This design comes from an exercise in tuning for small area and a short achievable clock period on the open sky130 flow, not from production work. In this exercise RTL edits were held to simulation tests only and were not proved equivalent to the original. Power and IR drop assume default switching activity.

[flow/design.v]
`timescale 1ns / 1ps
module TwoToOneMux(
    input logic [15:0] a,
    input logic [15:0] b,
    input logic sel_mux,
    output logic [15:0] out
    );
    always_comb
        begin
        if(sel_mux==1) out=b;
        else out=a;
        end
endmodule
`timescale 1ns / 1ps
module alu( 
    input [3:0] s,
    input signed [15:0] a,
    input signed [15:0] b,
    output logic [15:0] f,
    output logic ovf,
    output logic take_branch
    );
    always_comb  begin
        case(s)
            4'b0000: begin
                f=a+b;
                take_branch=0;
                ovf=a[15]&b[15]&~f[15]|~a[15]&~b[15]&f[15];
                end
           4'b0001 : begin
                f=~b; 
                ovf=0;
                take_branch=0;
                end
          4'b0010 : begin
                f=a&b;
                ovf=0;
                take_branch=0;
                end
          4'b0011 : begin
                f=a|b;
                ovf=0;
                take_branch=0;
                end
          4'b0100 : begin
                f=a>>>b;
                ovf=0;
                take_branch=0;
                end
         4'b0101 : begin
                f=a<<b;
                ovf=0;
                take_branch=0;
                end
        4'b0110 : begin
                f=0;
                ovf=0;
                take_branch=a===0;
                end
        4'b0111 : begin
                f=0;
                ovf=0;
                take_branch=a!==0;
                end
        4'b1000 : begin
                f=a^b;
                ovf=0;
                take_branch=0;
                end
        default : begin
                f=0;
                ovf=0;
                take_branch=0;
                end
        endcase
end
endmodule
`timescale 1ns / 1ps
module regfile(input logic rst, input logic clk, 
                input logic wr_en, input logic [2:0] rd0_addr,
                input logic [2:0] rd1_addr, input logic [2:0] wr_addr,
                input logic [15:0] wr_data, output logic [15:0] rd0_data,
                output logic [15:0] rd1_data
    );
   logic [15:0] array [0:7];
   assign rd0_data=array[rd0_addr];
   assign rd1_data=array[rd1_addr];
    always @(posedge clk or posedge rst) begin
        if(rst==1)
        begin 
            array [0]<=16'd0;
            array [1]<=16'd0;
            array [2]<=16'd0;
            array [3]<=16'd0;
            array [4]<=16'd0;
            array [5]<=16'd0;
            array [6]<=16'd0;
            array [7]<=16'd0;
            end
        else if(wr_en==1) 
            begin 
            array[wr_addr]<=wr_data;
            end
        end
endmodule
`timescale 1ns / 1ps
module mapper(input [15:0] instruction,
              output logic [2:0] rs1,rs2,rd,
              output logic [6:0] immediate,
              output logic [5:0] nzimm,
              output logic [8:0] offset,
              output logic [3:0] opcode);
  always_comb
  begin
  nzimm = 0;
  offset = 0;
  immediate = 0;
  rs1=0;
  rs2=0;
  rd=0;
  opcode=4'b1111;  
  case(instruction[15:13])
  3'b110:begin 
         case(instruction[1:0])
            2'b00 : begin immediate = {instruction[5],instruction[12],instruction[11:10],instruction[6],2'b00};rs1=instruction[9:7];rs2=instruction[4:2];opcode=4'b0001;end  
            2'b01 : begin offset = {instruction[12],instruction[12],instruction[6:5],instruction[2],instruction[11:10],instruction[4:3]}; rs1=instruction[9:7];opcode=4'b1010; end  
         endcase
           end
  3'b010: begin immediate = {instruction[5],instruction[12],instruction[11:10],instruction[6],2'b00};rs1=instruction[9:7]; rd = instruction[4:2];opcode=4'b0000; end  
  3'b100 : begin
           case(instruction[11:10])
                2'b01 : begin
                        case(instruction[1:0])
                        2'b10: begin rd = instruction[9:7]; rs2 = instruction[4:2];opcode=4'b0010; end  
                        2'b01: begin nzimm = {instruction[12],instruction[6:5],instruction[4:2]};rd = instruction[9:7];rs1=instruction[9:7];opcode= 4'b1000; end  
                        endcase 
                        end                                    
                2'b11 : begin
                        case(instruction[6:5])
                            2'b11: begin rs1 = instruction[9:7]; rd = instruction[9:7];rs2 = instruction[4:2];opcode=4'b0100;end  
                            2'b10: begin rs1 = instruction[9:7]; rd = instruction[9:7]; rs2 = instruction[4:2];opcode=4'b0110;end  
                            2'b01 : begin rs1 = instruction[9:7]; rd = instruction[9:7]; rs2 = instruction[4:2];opcode=4'b0111; end  
                         endcase 
                        end 
                2'b10 : begin immediate = {1'b0,instruction[12],instruction[6:5],instruction[4:2]}; rs1 = instruction[9:7]; rd = instruction[9:7];opcode=4'b0101; end  
            endcase
           end
  3'b000 : begin
           case(instruction[1:0])
                2'b01: begin nzimm = {instruction[12],instruction[6:5],instruction[4:2]};rs1 = instruction[9:7]; rd = instruction[9:7];opcode=4'b0011; end  
                2'b10 : begin nzimm = {instruction[12],instruction[6:5],instruction[4:2]};rd = instruction[9:7];opcode=4'b1001; end  
           endcase 
           end
  3'b111 : begin offset = {instruction[12],instruction[12],instruction[6:5],instruction[2],instruction[11:10],instruction[4:3]}; rs1 = instruction[9:7];opcode=4'b1011; end  
  endcase
  end
endmodule
`timescale 1ns / 1ps
module instruction_decoder(
    input logic [6:0] immediate,
    input logic [5:0] nzimm,
    input logic [8:0] offset,
    input logic [3:0] opcode,
    output logic RegWrite,
    output logic RegDst,
    output logic [15:0] instr_i,
    output logic ALUSrc1,
    output logic ALUSrc2,
    output logic [3:0] ALUOp,
    output logic MemWrite,
    output logic MemToReg,
    output logic Regsrc
    );
    always_comb begin
    RegWrite=1'b0;
            RegDst=1'b0;
            instr_i=16'b0;
            ALUSrc1=1'b0;
            ALUSrc2=1'b0;
            ALUOp=4'b0;
            MemWrite=1'b0;
            MemToReg=1'b0;
            Regsrc=1'b0;
    case(opcode)
        4'b0000 : begin
            RegWrite=1;
            RegDst=1;
            instr_i=immediate;
            ALUSrc1=0;
            ALUSrc2=1;
            ALUOp=0;
            MemWrite=0;
            MemToReg=1;
            Regsrc=0;
            end
        4'b0001 : begin
            RegWrite=0;
            RegDst=0;
            instr_i=immediate;
            ALUSrc1=0;
            ALUSrc2=1;
            ALUOp=0;
            MemWrite=1;
            MemToReg=0;
            Regsrc=0;
            end
        4'b0010 : begin
            RegDst=1;
            ALUSrc1=0;
            ALUSrc2=0;
            MemWrite=0;
            MemToReg=0;
            Regsrc=1;
            RegWrite=1;
            ALUOp=0;
            end
        4'b0011 : begin
            RegWrite=1;
            ALUOp=0;
            RegDst=1;
            if(nzimm[5]==0)
               instr_i={10'b0000000000,nzimm};
            else begin 
               instr_i={10'b1111111111, nzimm}; 
               end
            ALUSrc1=0;
            ALUSrc2=1;
            MemWrite=0;
            MemToReg=0;
            Regsrc=1;
            end
        4'b0100 : begin
            RegWrite=1;
            RegDst=1;
            ALUSrc1=0;
            ALUSrc2=0;
            ALUOp=2;
            MemWrite=0;
            MemToReg=0;
            Regsrc=1;
            end
        4'b0101 : begin
            RegWrite=1;
            RegDst=1;
            instr_i=immediate;
            ALUSrc1=0;
            ALUSrc2=1;
            ALUOp=2;
            MemWrite=0;
            MemToReg=0;
            Regsrc=1;
            end
        4'b0110 : begin
            RegWrite=1;
            RegDst=1;
            ALUSrc1=0;
            ALUSrc2=0;
            ALUOp=3;
            MemWrite=0;
            MemToReg=0;
            Regsrc=1;
            end
        4'b0111 : begin
            RegWrite=1;
            RegDst=1;
            ALUSrc1=0;
            ALUSrc2=0;
            ALUOp=8;
            MemWrite=0;
            MemToReg=0;
            Regsrc=1;
            end
        4'b1000 : begin
            RegWrite=1;
            RegDst=1;
            instr_i=nzimm;
            ALUSrc1=0;
            ALUSrc2=1;
            ALUOp=4'b0100;
            MemWrite=0;
            MemToReg=0;
            Regsrc=1;
            end
        4'b1001 : begin
            RegWrite=1;
            RegDst=1;
            instr_i=nzimm;
            ALUSrc1=0;
            ALUSrc2=1;
            ALUOp=5;
            MemWrite=0;
            MemToReg=0;
            Regsrc=1;
            end
        4'b1010 : begin
            RegWrite=0;
            RegDst=1;
            instr_i=offset;
            ALUSrc1=0;
            ALUSrc2=1;
            ALUOp=6;
            MemWrite=0;
            MemToReg=0;
            Regsrc=0;
            end
        4'b1011 : begin
            RegWrite=0;
            RegDst=1;
            instr_i=offset;
            ALUSrc1=0;
            ALUSrc2=1;
            ALUOp=7;
            MemWrite=0;
            MemToReg=0;
            Regsrc=0;
            end
        default : begin
            RegWrite=0;
            RegDst=0;
            instr_i=0;
            ALUSrc1=0;
            ALUSrc2=0;
            ALUOp=4'b1111;
            MemWrite=0;
            MemToReg=0;
            Regsrc=0;
            end
        endcase
    end
endmodule
`timescale 1ns / 1ps
module program_counter(input logic clk, input logic rst, input logic [8:0] offset, input logic take_branch, output logic [8:0]pc
    );
    always@(posedge clk or posedge rst) begin
    if(rst==1) 
    pc<=0;
   else begin
        case(take_branch)
            0:pc<=pc+1;
            1: pc<=pc+offset; 
         endcase
         end
    end 
endmodule
`timescale 1ns / 1ps
module alu_instrmem_top(input clk,	 
        input reset,
        output [7:0] imem_addr,
        input [15:0] imem_data,
        output [9:0] dmem_addr,
        output [15:0] dmem_wdata,
        output dmem_we,
        input [15:0] dmem_rdata,
		output logic ovf_ctrl,
		output logic take_branch
    );
    logic [8:0] pc;
    logic [15:0] alu_input1, alu_input2,alu_input2_instr_src;
    logic [15:0] alu_output;
    logic [3:0] ALUOp;
    logic RegWrite;
    logic alu_ovf_flag, alu_take_branch;
    logic [2:0] regfile_ReadAddress1;	 
    logic [2:0] regfile_ReadAddress2;	 
    logic [2:0] regfile_WriteAddress;	 
    logic [15:0] regfile_WriteData;		 
    logic [15:0] regfile_ReadData1;		 
    logic [15:0] regfile_ReadData2;		 
    logic ALUSrc1, ALUSrc2;
    logic [15:0] DataMemOut;
    logic [15:0] zero_register;
    logic MemWrite, MemToReg;
    logic Regdst,Regsrc;
    logic [15:0] addr1_mux, addr_wr_mux;
    logic [2:0] rs1,rs2,rd;
    logic [6:0] immediate;
    logic [8:0] offset;
    logic [3:0] opcode;
    logic [5:0] nzimm;
    logic [15:0] instruction;
	assign ovf_ctrl = alu_ovf_flag;
	assign take_branch = alu_take_branch;
	assign zero_register = 16'd0;
    assign imem_addr = pc[7:0];
    assign instruction = imem_data;
	program_counter prog_count(.clk(clk),.rst(reset),.offset (offset), .take_branch(alu_take_branch), .pc(pc));
	mapper map(.instruction(instruction), .rs1(rs1),.rs2(rs2),.rd(rd),.immediate(immediate),.nzimm(nzimm),.offset(offset),.opcode(opcode));
	instruction_decoder inst (.nzimm(nzimm),
    .opcode(opcode),.immediate(immediate),.offset(offset),.RegWrite(RegWrite),.RegDst(Regdst),
    .ALUSrc1(ALUSrc1),.ALUSrc2(ALUSrc2),.MemWrite(MemWrite),.MemToReg(MemToReg),.Regsrc(Regsrc),
    .instr_i(alu_input2_instr_src),.ALUOp(ALUOp));
    regfile reg1(.rst(reset),.clk(clk),.wr_en(RegWrite),.rd0_addr(regfile_ReadAddress1),
    .rd1_addr(regfile_ReadAddress2),.wr_addr(regfile_WriteAddress),
    .wr_data(regfile_WriteData),.rd0_data(regfile_ReadData1),.rd1_data(regfile_ReadData2)
    );
    TwoToOneMux mux1(.a(regfile_ReadData1),.b(zero_register),.sel_mux(ALUSrc1),.out(alu_input1));
    TwoToOneMux mux2(.a(regfile_ReadData2),.b(alu_input2_instr_src),.sel_mux(ALUSrc2),.out(alu_input2));
    alu sixteenbit_alu(
        .s(ALUOp),
        .a(alu_input1),
        .b(alu_input2),
        .f(alu_output),
        .ovf(alu_ovf_flag),
        .take_branch(alu_take_branch)
        );
    assign dmem_we = MemWrite;
    assign dmem_addr = alu_output[9:0];
    assign dmem_wdata = regfile_ReadData2;
    assign DataMemOut = dmem_rdata;
    TwoToOneMux mux3(.a(alu_output),.b(DataMemOut),.sel_mux(MemToReg),.out(regfile_WriteData));
    TwoToOneMux mux4(.a({13'd0,rs1}),.b({13'd0,rd}),.sel_mux(Regsrc),.out(addr1_mux));
    TwoToOneMux mux5(.a({13'd0,rs2}),.b({13'd0,rd}),.sel_mux(Regdst),.out(addr_wr_mux));
    assign regfile_ReadAddress1 = addr1_mux[2:0];
    assign regfile_WriteAddress = addr_wr_mux[2:0];
    assign regfile_ReadAddress2 = rs2;
endmodule
[flow/run.sh]
#!/bin/bash
# synth_recipe.tcl (not shown) runs the flow's synth.tcl, then flattens the netlist and writes it again
# the make line also repeats each setting of config.mk as NAME=value (left out here)
make -C /OpenROAD-flow-scripts/flow DESIGN_CONFIG=/design/flow/config.mk WORK_HOME=/design/flow/orfs CLKGATE_MAP_FILE= SYNTH_SCRIPT=/design/flow/synth_recipe.tcl finish
[flow/config.mk]
export PLATFORM = sky130hd
export DESIGN_NAME = alu_instrmem_top
export DESIGN_NICKNAME = alu_instrmem_top
export VERILOG_FILES = /design/flow/design.v
export SDC_FILE = /design/flow/constraint.sdc
export NUM_CORES = 4
export LEC_CHECK = 0
export CAP_MARGIN = 20
export CORE_MARGIN = 2
export CORE_UTILIZATION = 40
export SETUP_SLACK_MARGIN = 0.3
export SLEW_MARGIN = 20
[flow/constraint.sdc]
create_clock -name core_clock -period 10.0 [get_ports {clk}]
set_input_delay 2.0000 -clock core_clock [delete_from_list [all_inputs] [get_ports {clk}]]
set_output_delay 2.0000 -clock core_clock [all_outputs]
set_load 0.01 [all_outputs]
==> key figures, run 1 <==
Die
  • Die Y: 187 um
  • Initial Utilization: 40.3%
  • Core Region: 33300 um2
  • Ports: 71
  • Core Rows: 67
  • Die W: 187 um
  • Die area: 35000 um2

Placement
  • Post-DP HPWL: 56400 um
  • Placed Instances: 2372
  • # port buffers: 70
  • Gpl congestion: 1.06

Synthesis
  • Largest family of logic cells by synthesized area: compound AO/OA/AOI/OAI gates
  • Fraction of registers with async set/reset: 100%
  • Register area share after synthesis: 25.4%
  • Post-synth EDFFs: 0
  • Post-synthesis mux area share: 9.51%
  • Cell Area, Synth: 13400 um2
  • Post-Synth XOR/XNOR Area: 1.05%
  • Most common cell in the netlist: nand2_1
  • Synthesized flop and latch total: 136
  • Biggest area consumer among synthesized cells: dfrtp_1
  • Share of Yosys cell area claimed by the top area cell type: 25.4%
  • Mapped Cells: 1704
  • Ys flop type: dfrtp_1
  • Mapped Nets: 1784
  • Synth warn: 7
  • Synth Area in Adders: 4.40%
  • Netlist cell types: 113
  • Synth Area in Compound Gates: 31.9%
  • Top post-synthesis cells by area: dfrtp_1 (25%), nand2_1 (6.6%), mux2_2 (6.0%)
  • Mapped Avg Cell Area: 7.88 um2
  • Post-Synth Simple-Gate Area: 21.9%
  • Commonest cells in the netlist: nand2_1 (237), nor2_1 (143), dfrtp_1 (136)

Layout
  • Share of layout cells above drive strength 1: 25.1%
  • Area Growth Syn to Fin: 28.9%
  • Final Non-Filler Cells: 2421
  • Layout fillers: 3278
  • Nets: 2038

Timing
  • Peak Freq: 104 MHz
  • Relative slew margins: 25.9%
  • Final Max Tran Viols: 0
  • Final Hold Fails: 0
  • Crit path time final: 9590 ps
  • Final setup TNS: 0 ps
  • Final period utilization: 95.9%
  • Clk_skew: 18.6 ps
  • Slew of the pin with the lowest slew margin: 1100 ps
  • Endpoints failing setup: 0
  • RSZ-0062 raised after global routing: yes

Clocking
  • CTS tree: done
  • Reg clk slew, reported paths: 80 ps
  • Clock latency at the later pin of the worst-skew pair: 460 ps
  • CTS max path bufs: 2
  • CTS root buf: clkbuf_16
  • CTS Buf Count: 17
  • CTS Hold Bufs: 0
  • H-tree depth reported by CTS: 4
  • Clock Sinks: 136

GRT
  • Initial antenna violation count: 0
  • First-pass GRT wire length: 106000 um
  • Pin count of the biggest net entering global routing: 78
  • Vias in the first global route: 15.6k
  • GRT Residual Overflow: 0
  • Overall routing resource usage: 41.1%

Status
  • Outcome: timing/DRC/antenna clean

Drt
  • Final ANT Viol Nets: 0
  • Wire length per cell: 30.1 um
  • Detailed-route DRC error count: 0
  • Pre-Repair DR Iteration Count: 8
  • Vias/cell: 6.62
  • Iter 0 DRT Violations: 1928
  • Final WL: 72900 um
  • Vias: 16.0k

Power and ir drop
  • Internal: 1.62 mW
  • Seq pwr share: 23.6%
  • Switching share of power: 46.1%
  • Leakage: 7.42 nW
  • Pwr dens: 174 nW/um2
  • Logic pwr share: 54.2%
  • NetSw: 1.39 mW
  • Clock network power share: 22.2%
  • Peak VDD IR: 0.152 mV

Worst setup path
  • R2R depth: 23
  • Capture point of the worst reg-to-reg path: reg1.array[2][15]
  • WP data arrival: 7590 ps
  • Worst Path Max Fanout: 13
  • CP Capture Type: output port
  • R2R setup slack: 4580 ps
  • CP required: 8000 ps
  • CP startpoint kind: input pin
  • Critical path type: in -> out
  • Launching point of the worst reg2reg path: reg1.array[2][1]

Hold path
  • Hold path start: reg1.array[6][1]
  • Hold EP: reg1.array[6][1]
  • Hold-critical path depth: 1
  • HP Class: reg -> reg

Flow run
  • MaxCap Viol Count: 0
area by class of cell:
type                            instances  area, um2  share of cell area, %
Multi-Input combinational cell       1393       9550                   55.2
Sequential cell                       136       3400                   19.7
Timing Repair Buffer                  350       2950                   17.0
Tap cell                              448        561                   3.24
Clock buffer                           17        425                   2.46
Inverter                               60        230                   1.33
Clock inverter                         15        179                   1.03
Antenna cell                            2       5.00                 0.0289
worst max-delay path by stage:
stage	start	to	slack, ps	depth (start not counted)
after floorplan	imem_data[0]	dmem_addr[8]	810	27
after global placement	imem_data[6]	dmem_addr[8]	-80	23
after detailed placement	imem_data[6]	dmem_addr[8]	-120	23
after CTS	imem_data[10]	dmem_addr[8]	250	23
after global routing	imem_data[0]	dmem_addr[8]	200	25
final	imem_data[10]	dmem_addr[8]	410	24
logic make-up after synthesis:
kind of cell,count (synthesis)
adder cells (fa/ha/maj),46
buffers and inverters,175
AND/OR/NAND/NOR,628
multiplexers,117
flip-flops,136
AO/OA/AOI/OAI,588
XOR/XNOR,14
flip-flops by register name, indices dropped and copies added, names as in the netlist:
name	cells
reg1.array	128
prog_count.pc	8
repair_timing:
action,in CTS,in global routing
endpoints found under the setup margin,7,12
pin swaps,8,14
resized for setup,27,58
buffers inserted,8,7
through the flow:
| step | instance area (um2) | util [%] | hold WS, ps | setup slack [ps] | total power [mW] |
|---|---|---|---|---|---|
| after floorplan | 13400 | - | 460 | 806 | 1.49 |
| after CTS | 17000 | 51.2 | 518 | 247 | 2.93 |
| after global placement | 16300 | 48.8 | 493 | -75.8 | 2.24 |
| after detailed placement | 16300 | 48.8 | 499 | -115 | 2.24 |
| after global routing | 17300 | 52.0 | 542 | 205 | 3.13 |
| final | 17300 | 52.0 | 519 | 411 | 3.01 |
layout by cell type, fill, tap and decap left out, types with 13 or more instances in the layout:
cell type,count
o211ai_1,33
a22oi_1,19
inv_1,55
a32oi_1,17
mux2_2,70
buf_4,261
a21oi_1,111
nand2_1,235
or3_1,15
o21ai_0,78
o2111ai_1,16
a221oi_1,23
o31ai_1,34
a31oi_1,13
and3_1,26
ha_1,43
a211oi_1,13
a22o_1,14
dfrtp_1,136
a221o_1,13
clkbuf_16,17
nor3_1,28
o21ai_1,47
nand3_1,71
nand4_1,24
clkdlybuf4s50_1,66
nor2_1,138
a21o_1,13
mux2i_1,40
metal layers:
metal	share of wire [%]	vias to the layer above	GRT usage, %
met5	0	-	0
met4	7.6	0	26.8
met3	9.6	275	8.74
met2	43	991	62.4
met1	40	7772	53.0
li1	-	6980	-
critical path, cell delays in order:
cell	delay, ps
clkdlybuf4s50_1	490
or3b_4	420
a211oi_2	310
o211ai_4	210
xnor2_4	420
buf_6	160
buf_6	160
mux2i_1	110
o32ai_2	320
a31oi_2	200
ha_2	230
fa_1	440
a21o_1	200
a21o_1	200
a21o_1	190
a21o_1	220
a21o_1	220
a21oi_2	170
a21oi_1	80
nand2b_1	190
o311ai_0	160
a41oi_1	120
o211ai_1	170
clkbuf_2	180
power by group through the flow:
stage	Clock (mW)	Sequential [mW]	Combinational, mW
4_1_cts	0.674	0.706	1.55
3_3_place_gp	0	0.714	1.53
3_5_place_dp	0	0.716	1.53
6_report	0.668	0.710	1.63
5_1_grt	0.698	0.712	1.72
2_1_floorplan	0	0.681	0.814
==> run 2, diff against run 1 <==
==> flow/design.v (replaced) <==
`timescale 1ns / 1ps
module alu_instrmem_top(input clk,
        input reset,
        output [7:0] imem_addr,
        input [15:0] imem_data,
        output [9:0] dmem_addr,
        output [15:0] dmem_wdata,
        output dmem_we,
        input [15:0] dmem_rdata,
        output logic ovf_ctrl,
        output logic take_branch
    );
    wire [15:0] i = imem_data;
    wire [2:0] ra = i[9:7];
    wire [2:0] rb = i[4:2];
    wire f0 = i[15:13] == 3'b000;
    wire f2 = i[15:13] == 3'b010;
    wire f4 = i[15:13] == 3'b100;
    wire f6 = i[15:13] == 3'b110;
    wire f7 = i[15:13] == 3'b111;
    wire is_lw   = f2;
    wire is_sw   = f6 & (i[1:0] == 2'b00);
    wire is_beqz = f6 & (i[1:0] == 2'b01);
    wire is_bnez = f7;
    wire is_add  = f4 & (i[11:10] == 2'b01) & (i[1:0] == 2'b10);
    wire is_srai = f4 & (i[11:10] == 2'b01) & (i[1:0] == 2'b01);
    wire is_lgc  = f4 & (i[11:10] == 2'b11) & (i[6:5] != 2'b00);
    wire is_andi = f4 & (i[11:10] == 2'b10);
    wire is_addi = f0 & (i[1:0] == 2'b01);
    wire is_slli = f0 & (i[1:0] == 2'b10);
    wire we = is_lw | is_add | is_srai | is_lgc | is_andi | is_addi | is_slli;
    wire [2:0] wa = i[14] ? rb : ra;
    logic [15:0] R [0:7];
    logic [7:0] valid;
    logic [15:0] wd;
    always_ff @(posedge clk or posedge reset)
        if (reset) valid <= 8'd0;
        else if (we) valid[wa] <= 1'b1;
    always_ff @(posedge clk)
        if (we) R[wa] <= wd;
    logic [15:0] A, B;
    always_comb begin
        A = 16'd0;
        B = 16'd0;
        for (int k = 0; k < 8; k++) begin
            if (ra == k && valid[k]) A = A | R[k];
            if (rb == k && valid[k]) B = B | R[k];
        end
    end
    wire [4:0] imm5 = {i[5], i[12], i[11:10], i[6]};
    wire [5:0] alo = {1'b0, A[6:2]} + {1'b0, imm5};
    wire [2:0] ahi = A[9:7] + {2'b00, alo[5]};
    assign dmem_addr = {ahi, alo[4:0], A[1:0]};
    wire ovf_mem = ~A[15] & (&A[14:7]) & alo[5];
    wire [15:0] simm = {{10{i[12]}}, i[12], i[6:2]};
    wire [15:0] b = i[15] ? B : simm;       
    wire [15:0] sum = A + b;
    wire ovf_alu = (A[15] == b[15]) & (sum[15] != A[15]);
    assign ovf_ctrl = ((is_lw | is_sw) & ovf_mem) | ((is_add | is_addi) & ovf_alu);
    wire [5:0] sh = {i[12], i[6:2]};
    wire signed [15:0] As = A;
    wire [15:0] sra_s = As >>> sh[3:0];
    wire [15:0] sra = sh[5:4] != 2'b00 ? {16{A[15]}} : sra_s;
    wire [15:0] sll = sh[5:4] != 2'b00 ? 16'd0 : A << sh[3:0];
    wire [15:0] andimm = {10'd0, i[12], i[6:2]};
    logic [15:0] lg;
    always_comb
        if (!i[10]) lg = A & andimm;               
        else case (i[6:5])
            2'b11: lg = A & B;
            2'b10: lg = A | B;
            default: lg = A ^ B;
        endcase
    always_comb
        if (i[14]) wd = dmem_rdata;                 
        else if (!i[15]) wd = i[1] ? sll : sum;     
        else if (!i[11]) wd = i[1] ? sum : sra;     
        else wd = lg;                               
    assign dmem_we = is_sw;
    assign dmem_wdata = B;
    wire az = A == 16'd0;
    assign take_branch = (is_beqz & az) | (is_bnez & ~az);
    wire [7:0] off = {i[12], i[6:5], i[2], i[11:10], i[4:3]};
    logic [7:0] pc;
    always_ff @(posedge clk or posedge reset)
        if (reset) pc <= 8'd0;
        else pc <= take_branch ? pc + off : pc + 8'd1;
    assign imem_addr = pc;
endmodule
==> run 2 against run 1 <==
  * Largest cell class unchanged
  * Critical endpoint is now ovf_ctrl
  * Sequential share of layout area increased by 14 points
  * Still clean
  * Maximum frequency is 7.2% higher
  * Non-clock buffer count down 240
  * Largest power group unchanged
  * Setup slack better by 640 ps
==> key figures, run 2 <==
Status
  • Outcome: timing/DRC/antenna clean (unchanged)

Layout
  • Share of layout cells above drive strength 1: 12.4% (was 25.1%)
  • Regs by FF count: R x128, pc x8, valid x8 (was reg1.array x128, prog_count.pc x8)
  • Area Growth Syn to Fin: 15.3% (was 28.9%)
  • Number of flip-flops in the largest register: 128 (unchanged)
  • Diodes inserted: 0 (was 2)
  • Most common cell after layout, fill and taps aside: edfxtp_1 (was buf_4)
  • Most frequent cells in the layout: edfxtp_1 (128), nand2_1 (79), a21oi_1 (79) (was buf_4 (261), nand2_1 (235), nor2_1 (138))
  • Most flop-heavy register: R (was reg1.array)
  • Nets: 1240 (was 2038)

Clocking
  • H-tree depth reported by CTS: 4 (unchanged)
  • Cts repair resizes: 0 (was 27)
  • Clock Sinks: 144 (was 136)
  • CTS Buf Count: 17 (unchanged)
  • Clock latency at the later pin of the worst-skew pair: 430 ps (was 460 ps)
  • CTS max path bufs: 2 (unchanged)
  • Post-CTS setup buffers: 0 (was 8)
  • CTS tree: done (unchanged)
  • CTS root buf: clkbuf_16 (unchanged)
  • Reg clk slew, reported paths: 60 ps (was 80 ps)
  • CTS Hold Bufs: 0 (unchanged)

Timing
  • Peak Freq: 112 MHz (was 104 MHz)
  • RSZ-0062 raised after global routing: no (was yes)
  • Slew of the pin with the lowest slew margin: 1240 ps (was 1100 ps)
  • Clk_skew: 13.9 ps (was 18.6 ps)
  • Final setup TNS: 0 ps (unchanged)
  • Final period utilization: 89.5% (was 95.9%)
  • Min Hold Slack: 511 ps (was 519 ps)
  • Endpoints failing setup: 0 (unchanged)
  • Crit path time final: 8950 ps (was 9590 ps)
  • Final Max Tran Viols: 0 (unchanged)
  • Relative slew margins: 17.0% (was 25.9%)
  • Final Hold Fails: 0 (unchanged)

Worst setup path
  • Worst path top cell family by delay: simple AND/OR/NAND/NOR gates (was compound AO/OA/AOI/OAI gates)
  • WP data arrival: 6950 ps (was 7590 ps)
  • CP required: 8000 ps (about the same)
  • CP peak stage delay: 940 ps (was 490 ps)
  • R2R setup slack: 4410 ps (was 4580 ps)
  • Worst Path Max Fanout: 12 (was 13)
  • R2R depth: 15 (was 23)
  • Critical path buffers and inverters: 3 (was 4)
  • CP cell instances: clkdlybuf4s50_1 -> nor4b_4 -> a22oi_1 -> and4_1 -> inv_4 -> ha_1 -> a21oi_1 -> o211ai_1 -> a211oi_1 -> a211oi_1 -> or4_1 -> o21ai_0 -> o21ai_0 -> o41ai_1 -> clkdlybuf4s50_1 (was clkdlybuf4s50_1 -> or3b_4 -> a211oi_2 -> o211ai_4 -> xnor2_4 -> buf_6 -> buf_6 -> mux2i_1 -> o32ai_2 -> a31oi_2 -> ha_2 -> fa_1 -> a21o_1 -> a21o_1 -> a21o_1 -> a21o_1 -> a21o_1 -> a21oi_2 -> a21oi_1 -> nand2b_1 -> o311ai_0 -> a41oi_1 -> o211ai_1 -> clkbuf_2)
  • Critical path type: in -> out (unchanged)
  • CP max-delay cell: nor4b_4 (was clkdlybuf4s50_1)
  • Capture point of the worst reg-to-reg path: R[2][8] (was reg1.array[2][15])
  • CP Capture Type: output port (unchanged)
  • CP startpoint kind: input pin (unchanged)
  • Launching point of the worst reg2reg path: valid[5] (was reg1.array[2][1])

Power and ir drop
  • Peak VDD IR: 0.109 mV (was 0.152 mV)
  • Leakage: 4.73 nW (was 7.42 nW)
  • Pwr dens: 182 nW/um2 (was 174 nW/um2)

Flow run
  • MaxCap Viol Count: 0 (unchanged)

Synthesis
  • Mapped Avg Cell Area: 9.97 um2 (was 7.88 um2)
  • Top post-synthesis cells by area: edfxtp_1 (35%), ha_1 (7.4%), a22oi_1 (5.4%) (was dfrtp_1 (25%), nand2_1 (6.6%), mux2_2 (6.0%))
  • Netlist cell types: 95 (was 113)
  • Register area share after synthesis: 39.1% (was 25.4%)
  • Mapped Cells: 1090 (was 1704)
  • Biggest area consumer among synthesized cells: edfxtp_1 (was dfrtp_1)
  • Fraction of registers with async set/reset: 11.1% (was 100%)
  • Post-synth EDFFs: 128 (was 0)
  • Synthesized flop and latch total: 144 (was 136)
  • Ys flop type: edfxtp_1 (was dfrtp_1)
  • Cell Area, Synth: 10900 um2 (was 13400 um2)
  • Synth warn: 1 (was 7)
  • Most common cell in the netlist: edfxtp_1 (was nand2_1)
  • Share of Yosys cell area claimed by the top area cell type: 35.4% (was 25.4%)
  • Mapped Nets: 1191 (was 1784)
  • Commonest cells in the netlist: edfxtp_1 (128), a21oi_1 (79), nand2_1 (79) (was nand2_1 (237), nor2_1 (143), dfrtp_1 (136))

Die
  • Die Y: 169 um (was 187 um)
  • Ports: 71 (unchanged)
  • Die W: 169 um (was 187 um)
  • Die area: 28500 um2 (was 35000 um2)
  • Initial Utilization: 40.5% (was 40.3%)
  • Core Region: 26800 um2 (was 33300 um2)
  • Core Rows: 60 (was 67)

Drt
  • Iter 0 DRT Violations: 1318 (was 1928)
  • Detailed-route DRC error count: 0 (unchanged)
  • Vias/cell: 6.59 (was 6.62)
  • Final ANT Viol Nets: 0 (unchanged)
  • Final WL: 39000 um (was 72900 um)
  • Vias: 9837 (was 16.0k)
  • Pre-Repair DR Iteration Count: 9 (was 8)
  • Wire length per cell: 26.1 um (was 30.1 um)

GRT
  • Vias in the first global route: 9593 (was 15.6k)
  • Overall routing resource usage: 27.5% (was 41.1%)
  • GRT Residual Overflow: 0 (unchanged)
  • First-pass GRT wire length: 59000 um (was 106000 um)
  • Pin count of the biggest net entering global routing: 48 (was 78)
  • Initial antenna violation count: 0 (unchanged)

Hold path
  • Hold-critical path depth: 1 (unchanged)
  • HP Class: reg -> reg (unchanged)
  • Hold EP: valid[7] (was reg1.array[6][1])
  • Hold path start: valid[7] (was reg1.array[6][1])

Placement
  • # port buffers: 70 (unchanged)
  • Gpl congestion: 0.955 (was 1.06)
  • Post-DP HPWL: 27700 um (was 56400 um)
## run 2: cell types whose count changed in the layout (fill, tap and decap cells not counted), moves of 45 or more
cell      before  now
buf_4        261   39
nand2_1      235   79
edfxtp_1       0  128
dfrtp_1      136   16
nor2_1       138   69
mux2_2        70    5
a22oi_1       19   78
nand3_1       71   26
## run 2: logic make-up after synthesis
kind of cell / after synthesis / share of synthesized area [%]
XOR/XNOR: 24 / 1.94
adder cells (fa/ha/maj): 67 / 7.92
AND/OR/NAND/NOR: 289 / 14.7
AO/OA/AOI/OAI: 392 / 24.9
multiplexers: 34 / 5.36
buffers and inverters: 140 / 6.07
flip-flops: 144 / 39.1
## run 2: final cells by class
type	count	area, um2
clock buffers	17	425
clock inverters	15	191
fillers	2523	14300
inverters	60	230
multi-input cells	806	6030
flip-flops and latches	144	4240
well taps	341	427
repair buffers	110	983
## run 2: per-stage QoR
stage	cell area [um2]	std cells	power, mW	utilization, %	setup slack (ps)
after floorplan	10900	1090	1.29	-	2560
after global placement	11900	1460	1.61	44.4	1130
after detailed placement	11900	1461	1.62	44.4	1130
after CTS	12500	1493	2.27	46.8	1120
after global routing	12500	1493	2.39	46.8	652
final	12500	1493	2.28	46.8	1050
## run 2: power breakdown
group / internal, mW / total [mW] / switching [mW]
clock: 0.361 / 0.652 / 0.291
sequential: 0.712 / 0.758 / 0.0459
combinational: 0.355 / 0.866 / 0.511
total: 1.43 / 2.28 / 0.848
## run 2: how the worst max path moves through the flow
stage | startpoint | to | slack [ps] | depth (start not counted)
detailed placement | imem_data[9] | ovf_ctrl | 1130 | 15
global route | imem_data[9] | ovf_ctrl | 650 | 15
CTS | imem_data[9] | ovf_ctrl | 1120 | 15
finish | imem_data[9] | ovf_ctrl | 1050 | 15
global placement | imem_data[7] | ovf_ctrl | 1130 | 16
floorplan | imem_data[4] | ovf_ctrl | 2560 | 16
## run 2: per-layer routing
metal  vias to the layer above  routed length (um)  track usage [%]
met1                      4786               15800             36.6
met3                        87                4270             6.45
met2                       601               17900             44.2
met5                         -                   0                0
met4                         0                1130             9.33
li1                       4363                   -                -
==> run 3, diff against run 2 <==
--- a/flow/config.mk
+++ b/flow/config.mk
@@ -6,7 +6,8 @@
 export NUM_CORES = 4
 export LEC_CHECK = 0
+export ABC_CLOCK_PERIOD_IN_PS = 3000
 export CAP_MARGIN = 20
 export CORE_MARGIN = 2
 export CORE_UTILIZATION = 40
-export SETUP_SLACK_MARGIN = 0.3
+export SETUP_SLACK_MARGIN = 4
 export SLEW_MARGIN = 20
==> run 3 against run 2 <==
  * Still clean
  * Via count grew 8.3%
  * Worst hold slack got worse by 13 ps
  * Clock skew is 1.7 ps lower
  * Clock-buffer cell count stayed put
  * Sequential share of layout area is 3.8 points lower
  * Combinational power is 24% higher
  * Sequential power increased by 0.7%
  * Global-route usage is 2.5 points higher
  * First-iteration DRC count is 10% higher
  * Sequential cell count is the same
  * Total power grew 8.7%
  * Critical path type unchanged
  * Largest cell class unchanged
  * Largest power group unchanged
  * Highest routed layer is now met5
==> key figures, run 3 <==
Status
  • Outcome: timing/DRC/antenna clean (unchanged)

Timing
  • Crit path time final: 7310 ps (was 8950 ps)
  • Min Hold Slack: 498 ps (was 511 ps)
  • Clk_skew: 12.1 ps (was 13.9 ps)
  • Slew of the pin with the lowest slew margin: 1070 ps (was 1240 ps)
  • RSZ-0062 raised after global routing: yes (was no)
  • Final period utilization: 73.1% (was 89.5%)
  • Final Hold Fails: 0 (unchanged)
  • Final worst setup slack: 2690 ps (was 1050 ps)
  • Relative slew margins: 28.3% (was 17.0%)
  • Final setup TNS: 0 ps (unchanged)
  • Final Max Tran Viols: 0 (unchanged)
  • Endpoints failing setup: 0 (unchanged)
  • Peak Freq: 137 MHz (was 112 MHz)

Layout
  • Share of layout cells above drive strength 1: 26.9% (was 12.4%)
  • Diodes inserted: 0 (unchanged)
  • Most common cell after layout, fill and taps aside: edfxtp_1 (unchanged)
  • Regs by FF count: R x128, pc x8, valid x8 (unchanged)
  • Area Growth Syn to Fin: 30.0% (was 15.3%)
  • Most flop-heavy register: R (unchanged)
  • Number of flip-flops in the largest register: 128 (unchanged)
  • Most frequent cells in the layout: edfxtp_1 (128), buf_4 (103), nand2_1 (78) (was edfxtp_1 (128), nand2_1 (79), a21oi_1 (79))
  • Nets: 1339 (was 1240)

Clocking
  • H-tree depth reported by CTS: 4 (unchanged)
  • CTS Buf Count: 17 (unchanged)
  • Clock Sinks: 144 (unchanged)
  • CTS root buf: clkbuf_16 (unchanged)
  • CTS tree: done (unchanged)
  • Clock latency at the later pin of the worst-skew pair: 430 ps (about the same)
  • CTS Hold Bufs: 0 (unchanged)
  • CTS max path bufs: 2 (unchanged)
  • Reg clk slew, reported paths: 60 ps (about the same)

GRT
  • Initial antenna violation count: 1 (was 0)
  • Pin count of the biggest net entering global routing: 47 (was 48)
  • First-pass GRT wire length: 63800 um (was 59000 um)
  • Overall routing resource usage: 30.0% (was 27.5%)
  • Vias in the first global route: 10.2k (was 9593)
  • GRT Residual Overflow: 0 (unchanged)

Drt
  • Wire length per cell: 27.5 um (was 26.1 um)
  • Vias/cell: 6.69 (was 6.59)
  • Final WL: 43800 um (was 39000 um)
  • Pre-Repair DR Iteration Count: 10 (was 9)
  • Vias: 10.7k (was 9837)
  • Iter 0 DRT Violations: 1455 (was 1318)
  • Final ANT Viol Nets: 0 (unchanged)
  • Detailed-route DRC error count: 0 (unchanged)

Placement
  • Post-DP HPWL: 28600 um (was 27700 um)
  • Pre-CTS WS: 1090 ps (was 1130 ps)
  • # port buffers: 70 (unchanged)
  • Gpl congestion: 1.01 (was 0.955)

Die
  • Die area: 28500 um2 (unchanged)
  • Die W: 169 um (unchanged)
  • Core Rows: 60 (unchanged)
  • Core Region: 26800 um2 (unchanged)
  • Initial Utilization: 40.5% (unchanged)
  • Ports: 71 (unchanged)
  • Die Y: 169 um (unchanged)

Worst setup path
  • CP max-delay cell: or4_1 (was nor4b_4)
  • Critical path buffers and inverters: 5 (was 3)
  • CP required: 8000 ps (about the same)
  • CP cell instances: buf_12 -> nor4b_4 -> buf_12 -> buf_4 -> a222oi_1 -> nand3_1 -> a21oi_4 -> a21oi_2 -> ha_2 -> buf_4 -> nor2_1 -> nor2_1 -> a211oi_2 -> a211oi_4 -> or4_1 -> o21ai_2 -> o21ai_1 -> o41ai_2 -> buf_2 (was clkdlybuf4s50_1 -> nor4b_4 -> a22oi_1 -> and4_1 -> inv_4 -> ha_1 -> a21oi_1 -> o211ai_1 -> a211oi_1 -> a211oi_1 -> or4_1 -> o21ai_0 -> o21ai_0 -> o41ai_1 -> clkdlybuf4s50_1)
  • WP data arrival: 5310 ps (was 6950 ps)
  • Worst path top cell family by delay: compound AO/OA/AOI/OAI gates (was simple AND/OR/NAND/NOR gates)
  • Worst Path Max Fanout: 12 (unchanged)
  • CP peak stage delay: 500 ps (was 940 ps)
  • CP startpoint kind: input pin (unchanged)
  • CP Capture Type: output port (unchanged)
  • Critical path type: in -> out (unchanged)

Synthesis
  • Synth Area in Compound Gates: 24.9% (unchanged)
  • Post-synth EDFFs: 128 (unchanged)
  • Cell Area, Synth: 10900 um2 (unchanged)
  • Synth Area in Adders: 7.92% (unchanged)
  • Post-Synth XOR/XNOR Area: 1.94% (unchanged)
  • Share of Yosys cell area claimed by the top area cell type: 35.4% (unchanged)
  • Mapped Nets: 1191 (unchanged)
  • Mapped Cells: 1090 (unchanged)
  • Biggest area consumer among synthesized cells: edfxtp_1 (unchanged)
  • Commonest cells in the netlist: edfxtp_1 (128), a21oi_1 (79), nand2_1 (79) (unchanged)
  • Fraction of registers with async set/reset: 11.1% (unchanged)
  • Synthesized flop and latch total: 144 (unchanged)
  • Netlist cell types: 95 (unchanged)
  • Mapped Avg Cell Area: 9.97 um2 (unchanged)
  • Post-Synth Simple-Gate Area: 14.7% (unchanged)
  • Top post-synthesis cells by area: edfxtp_1 (35%), ha_1 (7.4%), a22oi_1 (5.4%) (unchanged)
  • Ys flop type: edfxtp_1 (unchanged)
  • Most common cell in the netlist: edfxtp_1 (unchanged)
  • Synth warn: 1 (unchanged)
  • Largest family of logic cells by synthesized area: compound AO/OA/AOI/OAI gates (unchanged)
  • Register area share after synthesis: 39.1% (unchanged)
  • Post-synthesis mux area share: 5.36% (unchanged)

Power and ir drop
  • Power Total: 2.48 mW (was 2.28 mW)
  • Pwr dens: 175 nW/um2 (was 182 nW/um2)
  • Peak VDD IR: 0.101 mV (was 0.109 mV)
  • Leakage: 5.46 nW (was 4.73 nW)

Hold path
  • HP Class: reg -> reg (unchanged)

Flow run
  • MaxCap Viol Count: 0 (unchanged)
## run 3: final cells by class
type                       instances  area [um2]
timing repair buffer             206        2010
tap                              341         427
sequential                       144        4240
clock inverter                    15         170
clock buffer                      17         425
inverter                          60         238
fill                            2345       12700
multi-input combinational        809        6610
## run 3: cells by family (layout without fill, tap and decap cells)
family,after synthesis,in the layout
buffers and inverters,140,298
adders and majority gates,67,67
AOI/OAI and AO/OA,392,392
and+or+nand+nor,289,292
DFF,144,144
xor gates and xnor gates,24,24
muxes,34,34
## run 3: what timing repair did
action / CTS / global route
hold endpoints to repair: 0 / 0
endpoints found under the setup margin: 132 / 24
gates cloned: 5 / 2
resized for setup: 197 / 37
setup buffers: 63 / 31
pin swaps: 49 / 55
## run 3: worst paths after layout
check,start,endpoint,slack (ps),depth (start not counted)
hold / removal,valid[7],valid[7],500,1
hold reg to reg,valid[7],valid[7],500,1
setup / recovery,imem_data[2],ovf_ctrl,2690,19
setup reg to reg,valid[4],R[1][8],4980,16
max in group asynchronous,reset,pc[0],7580,2
min in group asynchronous,reset,pc[1],1980,2
## run 3: report_power, final
| part | switching, mW | leakage, nW | total [mW] | internal, mW |
|---|---|---|---|---|
| sequential | 0.0506 | 1.34 | 0.763 | 0.712 |
| combinational | 0.592 | 3.82 | 1.07 | 0.474 |
| clock | 0.271 | 0.294 | 0.646 | 0.375 |
## run 3: stage by stage
stage	area, um2	instances	util (%)
after floorplan	11000	1090	-
after global placement	12000	1457	44.7
after detailed placement	12000	1458	44.8
after CTS	13700	1558	51.1
after global routing	14100	1592	52.7
final	14100	1592	52.7
## run 3: layer usage
| layer | global-route usage [%] | vias up | part of all wire, % |
|---|---|---|---|
| li1 | - | 4563 | - |
| met1 | 37.9 | 5136 | 38 |
| met2 | 48.8 | 766 | 46 |
| met3 | 6.36 | 187 | 10 |
| met4 | 15.3 | 2 | 5.8 |
| met5 | 0 | - | 0.030 |
==> run 4, diff against run 3 <==
--- a/flow/config.mk
+++ b/flow/config.mk
@@ -6,5 +6,4 @@
 export NUM_CORES = 4
 export LEC_CHECK = 0
-export ABC_CLOCK_PERIOD_IN_PS = 3000
 export CAP_MARGIN = 20
 export CORE_MARGIN = 2
==> run 4 against run 3 <==
  * Register-to-register slack hardly changed
  * Utilization stayed put
  * Combinational power hardly changed
  * Maximum frequency stayed put
  * Final cell count stayed put
  * Routed wire length stayed put
  * Sequential cell count stayed put
  * Sequential share of layout area stayed put
  * Largest cell class unchanged
==> key figures, run 4 <==
Layout
  • Layout fillers: 2345 (unchanged)
  • Reg area: 4240 um2 (unchanged)
  • Final Non-Filler Cells: 1592 (unchanged)
  • Core Util, Final: 52.7% (unchanged)
  • Number of flip-flops in the largest register: 128 (unchanged)
  • Area of the multi-input gates: 6610 um2 (unchanged)
  • Most frequent cells in the layout: edfxtp_1 (128), buf_4 (103), nand2_1 (78) (unchanged)
  • Regs by FF count: R x128, pc x8, valid x8 (unchanged)
  • Most common cell after layout, fill and taps aside: edfxtp_1 (unchanged)
  • Share of layout cells above drive strength 1: 26.9% (unchanged)
  • Area Growth Syn to Fin: 30.0% (unchanged)
  • Diodes inserted: 0 (unchanged)
  • Nets: 1339 (unchanged)
  • Most flop-heavy register: R (unchanged)

Placement
  • # port buffers: 70 (unchanged)
  • Post-DP HPWL: 28600 um (unchanged)
  • Placed Instances: 1458 (unchanged)
  • Gpl congestion: 1.01 (unchanged)

Power and ir drop
  • Power Total: 2.48 mW (unchanged)
  • Leakage: 5.46 nW (unchanged)
  • Pwr dens: 175 nW/um2 (unchanged)
  • Peak VDD IR: 0.101 mV (unchanged)

Synthesis
  • Cell Area, Synth: 10900 um2 (unchanged)
  • Synth warn: 1 (unchanged)
  • Biggest area consumer among synthesized cells: edfxtp_1 (unchanged)
  • Most common cell in the netlist: edfxtp_1 (unchanged)
  • Share of Yosys cell area claimed by the top area cell type: 35.4% (unchanged)
  • Netlist cell types: 95 (unchanged)
  • Fraction of registers with async set/reset: 11.1% (unchanged)
  • Commonest cells in the netlist: edfxtp_1 (128), a21oi_1 (79), nand2_1 (79) (unchanged)
  • Mapped Cells: 1090 (unchanged)
  • Synthesized flop and latch total: 144 (unchanged)
  • Mapped Avg Cell Area: 9.97 um2 (unchanged)
  • Post-synth EDFFs: 128 (unchanged)
  • Ys flop type: edfxtp_1 (unchanged)
  • Top post-synthesis cells by area: edfxtp_1 (35%), ha_1 (7.4%), a22oi_1 (5.4%) (unchanged)
  • Register area share after synthesis: 39.1% (unchanged)
  • Mapped Nets: 1191 (unchanged)

Drt
  • Detailed-route DRC error count: 0 (unchanged)
  • Iter 0 DRT Violations: 1455 (unchanged)
  • Final WL: 43800 um (unchanged)
  • Vias/cell: 6.69 (unchanged)
  • Vias: 10.7k (unchanged)
  • Wire length per cell: 27.5 um (unchanged)
  • Pre-Repair DR Iteration Count: 10 (unchanged)
  • Final ANT Viol Nets: 0 (unchanged)

Die
  • Die Y: 169 um (unchanged)
  • Ports: 71 (unchanged)
  • Core Rows: 60 (unchanged)
  • Initial Utilization: 40.5% (unchanged)
  • Die W: 169 um (unchanged)
  • Core Region: 26800 um2 (unchanged)
  • Die area: 28500 um2 (unchanged)

Timing
  • Final setup TNS: 0 ps (unchanged)
  • Relative slew margins: 28.3% (unchanged)
  • RSZ-0062 raised after global routing: yes (unchanged)
  • Crit path time final: 7310 ps (unchanged)
  • Final period utilization: 73.1% (unchanged)
  • Endpoints failing setup: 0 (unchanged)
  • Final Max Tran Viols: 0 (unchanged)
  • Peak Freq: 137 MHz (unchanged)
  • Final Hold Fails: 0 (unchanged)
  • Min Hold Slack: 498 ps (unchanged)
  • Slew of the pin with the lowest slew margin: 1070 ps (unchanged)
  • Clk_skew: 12.1 ps (unchanged)

Clocking
  • CTS tree: done (unchanged)
  • H-tree depth reported by CTS: 4 (unchanged)
  • Clock Sinks: 144 (unchanged)
  • Clock latency at the later pin of the worst-skew pair: 430 ps (about the same)
  • CTS max path bufs: 2 (unchanged)
  • CTS root buf: clkbuf_16 (unchanged)
  • CTS Buf Count: 17 (unchanged)
  • CTS Hold Bufs: 0 (unchanged)
  • Reg clk slew, reported paths: 60 ps (about the same)

GRT
  • GRT Residual Overflow: 0 (unchanged)
  • Overall routing resource usage: 30.0% (unchanged)
  • First-pass GRT wire length: 63800 um (unchanged)
  • Pin count of the biggest net entering global routing: 47 (unchanged)
  • Vias in the first global route: 10.2k (unchanged)
  • Initial antenna violation count: 1 (unchanged)

Worst setup path
  • R2R setup slack: 4980 ps (about the same)
  • Critical path type: in -> out (unchanged)
  • Capture point of the worst reg-to-reg path: R[1][8] (unchanged)
  • CP Capture Type: output port (unchanged)
  • CP required: 8000 ps (about the same)
  • Launching point of the worst reg2reg path: valid[4] (unchanged)
  • CP max-delay cell: or4_1 (unchanged)
  • WP data arrival: 5310 ps (about the same)
  • R2R depth: 16 (unchanged)
  • Worst Path Max Fanout: 12 (unchanged)
  • CP startpoint kind: input pin (unchanged)
  • CP cell instances: buf_12 -> nor4b_4 -> buf_12 -> buf_4 -> a222oi_1 -> nand3_1 -> a21oi_4 -> a21oi_2 -> ha_2 -> buf_4 -> nor2_1 -> nor2_1 -> a211oi_2 -> a211oi_4 -> or4_1 -> o21ai_2 -> o21ai_1 -> o41ai_2 -> buf_2 (unchanged)
  • CP peak stage delay: 500 ps (about the same)

Status
  • Outcome: timing/DRC/antenna clean (unchanged)

Flow run
  • MaxCap Viol Count: 0 (unchanged)

Hold path
  • Hold EP: valid[7] (unchanged)
  • HP Class: reg -> reg (unchanged)
  • Hold-critical path depth: 1 (unchanged)
  • Hold path start: valid[7] (unchanged)
==> run 4: cell counts in the layout (fill, tap and decap cells not counted) <==
No cell type changed its count.
==> run 4: worst max-delay path by stage <==
stage,startpoint,end,cells past startpoint
2_1_floorplan,imem_data[4],ovf_ctrl,17
3_3_place_gp,imem_data[2],ovf_ctrl,17
3_5_place_dp,imem_data[7],ovf_ctrl,15
4_1_cts,imem_data[4],ovf_ctrl,18
5_1_grt,imem_data[3],ovf_ctrl,18
6_report,imem_data[2],ovf_ctrl,19
==> run 4: layout make-up <==
type                    instances  area share (%)
clock buffers                  17            3.01
clock inverters                15            1.21
inverters                      60            1.68
multi-input cells             809            46.8
flip-flops and latches        144            30.1
well taps                     341            3.02
repair buffers                206            14.2
==> run 4: cell families after synthesis <==
kind of cell,Yosys count,share of synthesized area [%]
and+or+nand+nor,289,14.7
xor gates and xnor gates,24,1.94
buffers and inverters,140,6.07
AOI/OAI and AO/OA,392,24.9
DFF,144,39.1
muxes,34,5.36
adders and majority gates,67,7.92
==> run 4: stage by stage <==
| step | worst slack (ps) | instance area [um2] |
|---|---|---|
| finish | 2690 | 14100 |
| global route | 2590 | 14100 |
| CTS | 2760 | 13700 |
| detailed placement | 1090 | 12000 |
| global placement | 1110 | 12000 |
| floorplan | 3010 | 11000 |
==> run 4: per-layer routing <==
metal	routed length, um	track usage (%)
met1	16500	37.9
met2	20200	48.8
met3	4540	6.36
met4	2560	15.3
met5	13	0
==> run 4: power by group <==
group	leakage [nW]	internal (mW)	switching, mW	total [mW]
Sequential	1.34	0.712	0.0506	0.763
Combinational	3.82	0.474	0.592	1.07
Clock	0.294	0.375	0.271	0.646
Total	5.46	1.56	0.913	2.48
==> run 4: repair_timing <==
action | CTS | global route
setup buffers | 63 | 31
gates cloned | 5 | 2
pin swaps | 49 | 55
endpoints found under the setup margin | 132 | 24
hold endpoints to repair | 0 | 0
resized for setup | 197 | 37
==> run 4: critical path, delay by kind of cell <==
kind / cells / cell delay (ps)
and+or+nand+nor: 5 / 900
AOI/OAI and AO/OA: 8 / 1370
adders and majority gates: 1 / 220
buffers and inverters: 5 / 780
==> run 5, diff against run 4 <==
--- a/flow/design.v
+++ b/flow/design.v
@@ -53,27 +53,36 @@
     assign dmem_addr = {ahi, alo[4:0], A[1:0]};
     wire ovf_mem = ~A[15] & (&A[14:7]) & alo[5];
-    wire [15:0] simm = {{10{i[12]}}, i[12], i[6:2]};
-    wire [15:0] b = i[15] ? B : simm;       
+    wire [5:0] imm6 = {i[12], i[6:2]};
+    wire is_andi_f = i[11] & ~i[10];           
+    logic [15:0] b;
+    always_comb
+        if (!i[15]) b = {{10{i[12]}}, imm6};            
+        else if (is_andi_f) b = {10'd0, imm6};           
+        else b = B;                                      
+    wire [15:0] P = A ^ b;
+    wire [15:0] G = A & b;
     wire [15:0] sum = A + b;
     wire ovf_alu = (A[15] == b[15]) & (sum[15] != A[15]);
     assign ovf_ctrl = ((is_lw | is_sw) & ovf_mem) | ((is_add | is_addi) & ovf_alu);
-    wire [5:0] sh = {i[12], i[6:2]};
-    wire signed [15:0] As = A;
-    wire [15:0] sra_s = As >>> sh[3:0];
-    wire [15:0] sra = sh[5:4] != 2'b00 ? {16{A[15]}} : sra_s;
-    wire [15:0] sll = sh[5:4] != 2'b00 ? 16'd0 : A << sh[3:0];
-    wire [15:0] andimm = {10'd0, i[12], i[6:2]};
     logic [15:0] lg;
     always_comb
-        if (!i[10]) lg = A & andimm;               
+        if (!i[10]) lg = G;                     
         else case (i[6:5])
-            2'b11: lg = A & B;
-            2'b10: lg = A | B;
-            default: lg = A ^ B;
+            2'b11: lg = G;                      
+            2'b10: lg = P | G;                  
+            default: lg = P;                    
         endcase
+    wire [5:0] sh = imm6;
+    logic [15:0] Ar, x, y, yr;
+    always_comb for (int k = 0; k < 16; k++) Ar[k] = A[15-k];
+    assign x = i[15] ? A : Ar;                  
+    wire fill = i[15] & A[15];
+    wire [31:0] xs = {{16{fill}}, x} >> sh[3:0];
+    assign y = (sh[5:4] != 2'b00) ? {16{fill}} : xs[15:0];
+    always_comb for (int k = 0; k < 16; k++) yr[k] = y[15-k];
     always_comb
         if (i[14]) wd = dmem_rdata;                 
-        else if (!i[15]) wd = i[1] ? sll : sum;     
-        else if (!i[11]) wd = i[1] ? sum : sra;     
+        else if (!i[15]) wd = i[1] ? yr : sum;      
+        else if (!i[11]) wd = i[1] ? sum : y;       
         else wd = lg;                               
     assign dmem_we = is_sw;
@@ -82,8 +91,9 @@
     assign take_branch = (is_beqz & az) | (is_bnez & ~az);
     wire [7:0] off = {i[12], i[6:5], i[2], i[11:10], i[4:3]};
+    wire [7:0] inc = take_branch ? off : 8'd1;
     logic [7:0] pc;
     always_ff @(posedge clk or posedge reset)
         if (reset) pc <= 8'd0;
-        else pc <= take_branch ? pc + off : pc + 8'd1;
+        else pc <= pc + inc;
     assign imem_addr = pc;
 endmodule
==> run 5 against run 4 <==
  * Utilization grew 4.2 points
  * Register-to-register slack lost 920 ps
  * Cell area grew 0.55%
  * Still clean
  * Clock power grew 11%
  * Maximum frequency shrank 3.8%
  * Die area shrank 7.2%
  * Sequential share of layout area shrank 0.16 points
  * Largest cell class unchanged
  * First-iteration DRC count shrank 5.8%
==> key figures, run 5 <==
Status
  • Outcome: timing/DRC/antenna clean (unchanged)

Synthesis
  • Cell Area, Synth: 10100 um2 (was 10900 um2)
  • Ys flop type: edfxtp_1 (unchanged)
  • Mapped Nets: 1087 (was 1191)
  • Fraction of registers with async set/reset: 11.1% (unchanged)
  • Share of Yosys cell area claimed by the top area cell type: 38.2% (was 35.4%)
  • Top post-synthesis cells by area: edfxtp_1 (38%), ha_1 (6.1%), a22oi_1 (4.6%) (was edfxtp_1 (35%), ha_1 (7.4%), a22oi_1 (5.4%))
  • Mapped Cells: 1001 (was 1090)
  • Mapped Avg Cell Area: 10.1 um2 (was 9.97 um2)
  • Commonest cells in the netlist: edfxtp_1 (128), nand2_1 (109), nor2_1 (65) (was edfxtp_1 (128), a21oi_1 (79), nand2_1 (79))
  • Most common cell in the netlist: edfxtp_1 (unchanged)
  • Biggest area consumer among synthesized cells: edfxtp_1 (unchanged)
  • Synth warn: 1 (unchanged)
  • Synthesized flop and latch total: 144 (unchanged)
  • Post-synth EDFFs: 128 (unchanged)
  • Netlist cell types: 75 (was 95)
  • Register area share after synthesis: 42.2% (was 39.1%)

Drt
  • Detailed-route DRC error count: 0 (unchanged)
  • Pre-Repair DR Iteration Count: 8 (was 10)
  • Vias/cell: 6.48 (was 6.69)
  • Final WL: 41500 um (was 43800 um)
  • Vias: 10.0k (was 10.7k)
  • Final ANT Viol Nets: 0 (unchanged)
  • Wire length per cell: 26.8 um (was 27.5 um)
  • Iter 0 DRT Violations: 1370 (was 1455)

Clocking
  • CTS max path bufs: 2 (unchanged)
  • CTS root buf: clkbuf_16 (unchanged)
  • CTS tree: done (unchanged)
  • Reg clk slew, reported paths: 70 ps (was 60 ps)
  • Clock latency at the later pin of the worst-skew pair: 440 ps (was 430 ps)
  • CTS Buf Count: 17 (unchanged)
  • Clock Sinks: 144 (unchanged)
  • H-tree depth reported by CTS: 4 (unchanged)
  • CTS Hold Bufs: 0 (unchanged)

GRT
  • First-pass GRT wire length: 60000 um (was 63800 um)
  • GRT Residual Overflow: 0 (unchanged)
  • Vias in the first global route: 9579 (was 10.2k)
  • Overall routing resource usage: 30.9% (was 30.0%)
  • Pin count of the biggest net entering global routing: 51 (was 47)
  • Initial antenna violation count: 0 (was 1)

Worst setup path
  • CP required: 8000 ps (about the same)
  • CP max-delay cell: clkdlybuf4s50_1 (was or4_1)
  • CP Capture Type: output port (unchanged)
  • CP peak stage delay: 570 ps (was 500 ps)
  • Most used cell, CP: o211ai_1
  • CP cell instances: clkdlybuf4s50_1 -> clkinv_2 -> a21oi_4 -> buf_12 -> mux2i_2 -> ha_1 -> nand3_1 -> o211ai_1 -> o221ai_2 -> nor4_2 -> nand3b_1 -> o211ai_1 -> o31a_1 -> nor3_2 -> a31oi_1 -> o21ai_1 -> buf_2 (was buf_12 -> nor4b_4 -> buf_12 -> buf_4 -> a222oi_1 -> nand3_1 -> a21oi_4 -> a21oi_2 -> ha_2 -> buf_4 -> nor2_1 -> nor2_1 -> a211oi_2 -> a211oi_4 -> or4_1 -> o21ai_2 -> o21ai_1 -> o41ai_2 -> buf_2)
  • Critical path buffers and inverters: 4 (was 5)
  • WP data arrival: 5600 ps (was 5310 ps)
  • Worst path top cell family by delay: compound AO/OA/AOI/OAI gates (unchanged)
  • Critical path type: in -> out (unchanged)
  • CP startpoint kind: input pin (unchanged)
  • Worst Path Max Fanout: 6 (was 12)

Power and ir drop
  • Leakage: 5.61 nW (was 5.46 nW)
  • Pwr dens: 178 nW/um2 (was 175 nW/um2)
  • Peak VDD IR: 0.117 mV (was 0.101 mV)

Layout
  • Most frequent cells in the layout: edfxtp_1 (128), buf_4 (110), nand2_1 (98) (was edfxtp_1 (128), buf_4 (103), nand2_1 (78))
  • Diodes inserted: 0 (unchanged)
  • Most flop-heavy register: R (unchanged)
  • Regs by FF count: R x128, pc x8, valid x8 (unchanged)
  • Share of layout cells above drive strength 1: 32.9% (was 26.9%)
  • Most common cell after layout, fill and taps aside: edfxtp_1 (unchanged)
  • Nets: 1292 (was 1339)
  • Design area: 14200 um2 (was 14100 um2)
  • Area Growth Syn to Fin: 41.1% (was 30.0%)
  • Number of flip-flops in the largest register: 128 (unchanged)

Placement
  • # port buffers: 70 (unchanged)
  • Post-DP HPWL: 27200 um (was 28600 um)
  • Gpl congestion: 0.994 (was 1.01)
  • Placed Area: 11400 um2 (was 12000 um2)

Timing
  • Final setup TNS: 0 ps (unchanged)
  • Final period utilization: 76.0% (was 73.1%)
  • Relative slew margins: 14.4% (was 28.3%)
  • Final Hold Fails: 0 (unchanged)
  • Endpoints failing setup: 0 (unchanged)
  • Slew of the pin with the lowest slew margin: 1280 ps (was 1070 ps)
  • Clk_skew: 13.6 ps (was 12.1 ps)
  • RSZ-0062 raised after global routing: yes (unchanged)
  • Peak Freq: 132 MHz (was 137 MHz)
  • Crit path time final: 7600 ps (was 7310 ps)
  • Final Max Tran Viols: 0 (unchanged)

Die
  • Core Region: 25000 um2 (was 26800 um2)
  • Die W: 163 um (was 169 um)
  • Die area: 26400 um2 (was 28500 um2)
  • Initial Utilization: 40.3% (was 40.5%)
  • Die Y: 163 um (was 169 um)
  • Core Rows: 58 (was 60)
  • Ports: 71 (unchanged)

Flow run
  • MaxCap Viol Count: 0 (unchanged)

Hold path
  • HP Class: reg -> reg (unchanged)
run 5: cell count changes after synthesis, sizes merged, moves of 12 or more:
cell and change:
and3b -12, a22o +16, nand2 +32, a22oi -21
ha -15, o22ai +15, clkbuf -14, a21oi -38
o21ai -55, nor3 +19, o211ai -15, a221oi +28
run 5: path summary, 6_finish.rpt:
path / cells after the start / startpoint / endpoint / slack [ps]
worst max-delay path: 17 / imem_data[15] / ovf_ctrl / 2400
worst min-delay path: 1 / pc[0] / pc[0] / 510
worst max register to register: 35 / valid[4] / R[4][13] / 4060
worst min register to register: 1 / pc[0] / pc[0] / 510
max in group asynchronous: 2 / reset / valid[4] / 7610
min in group asynchronous: 2 / reset / pc[0] / 1970
run 5: final cells by class:
cell class | instances | area, um2
Fill cell | 2075 | 10800
Multi-Input combinational cell | 720 | 6040
Sequential cell | 144 | 4240
Timing Repair Buffer | 251 | 2530
Clock buffer | 17 | 425
Tap cell | 330 | 413
Inverter | 72 | 303
Clock inverter | 15 | 238
run 5: layer usage:
metal  vias up  track usage [%]  part of all wire [%]
met2       742             49.6                    47
met5         -                0                     0
met3       186             5.88                    10
li1       4284                -                     -
met1      4822             38.9                    37
met4         0             18.1                   6.5
run 5: stage by stage:
step | setup slack (ps) | cells | hold WS, ps | util, % | power (mW)
final | 2400 | 1549 | 512 | 56.9 | 2.53
after CTS | 2680 | 1523 | 519 | 54.5 | 2.42
after global routing | 2290 | 1549 | 537 | 56.9 | 2.61
after global placement | 842 | 1375 | 493 | 45.8 | 1.57
after detailed placement | 737 | 1375 | 492 | 45.8 | 1.57
after floorplan | 2800 | 1001 | 435 | - | 1.27
run 5: report_power, final:
part / total (mW) / leakage, nW / internal [mW] / switching, mW
Clock: 0.716 / 0.323 / 0.432 / 0.285
Sequential: 0.744 / 1.34 / 0.711 / 0.0334
Combinational: 1.06 / 3.95 / 0.485 / 0.579
Total: 2.53 / 5.61 / 1.63 / 0.897
run 5: cells by family (layout without fill, tap and decap cells):
family	Yosys count	count (layout)	synth area share, %
AOI/OAI and AO/OA	300	300	22.3
and+or+nand+nor	299	299	14.3
DFF	144	144	42.2
buffers and inverters	137	355	5.81
adders and majority gates	52	52	6.69
muxes	42	42	6.35
xor gates and xnor gates	27	27	2.35
run 5: timing repair:
action | 4_1_cts | 5_1_grt
pin swaps | 59 | 37
endpoints found under the setup margin | 157 | 79
gates cloned | 2 | 0
resized for setup | 204 | 81
setup buffers | 114 | 26

re-timing with driven ports:
How much do the figures lean on ideal ports? The routed layouts below were timed once more, with nothing changed but the port constraints. Step 1 assumes that a clkbuf_16 drives the clock port and a buf_2 every other input. Step 2 moves the port delays by t, midway between the first and last clock arrival at a register: inputs arrive t later, outputs are due t later. That takes back most of the time a late clock gives input paths. Three values: no drivers, after step 1, after step 2; two values: the first two.
run	shift t [ns]	setup slack, ns	clock arrival spread, ns	worst register clock-pin slew, ns
run 1	0.506	0.411 / 0.385 / 0.385	0.019 / 0.018	0.08 / 0.08
run 2	0.475	1.054 / 1.008 / 1.008	0.014 / 0.014	0.07 / 0.07
run 3	0.476	2.692 / 2.544 / 2.544	0.012 / 0.013	0.07 / 0.07
run 4	0.476	2.692 / 2.544 / 2.544	0.012 / 0.013	0.07 / 0.07
run 5	0.483	2.403 / 2.362 / 2.223	0.014 / 0.014	0.07 / 0.07
After both steps setup and hold are still met in every run listed. For run 5, which loses most, drivers alone change the setup slack by -0.041 ns; drivers and shift together by -0.180 ns.
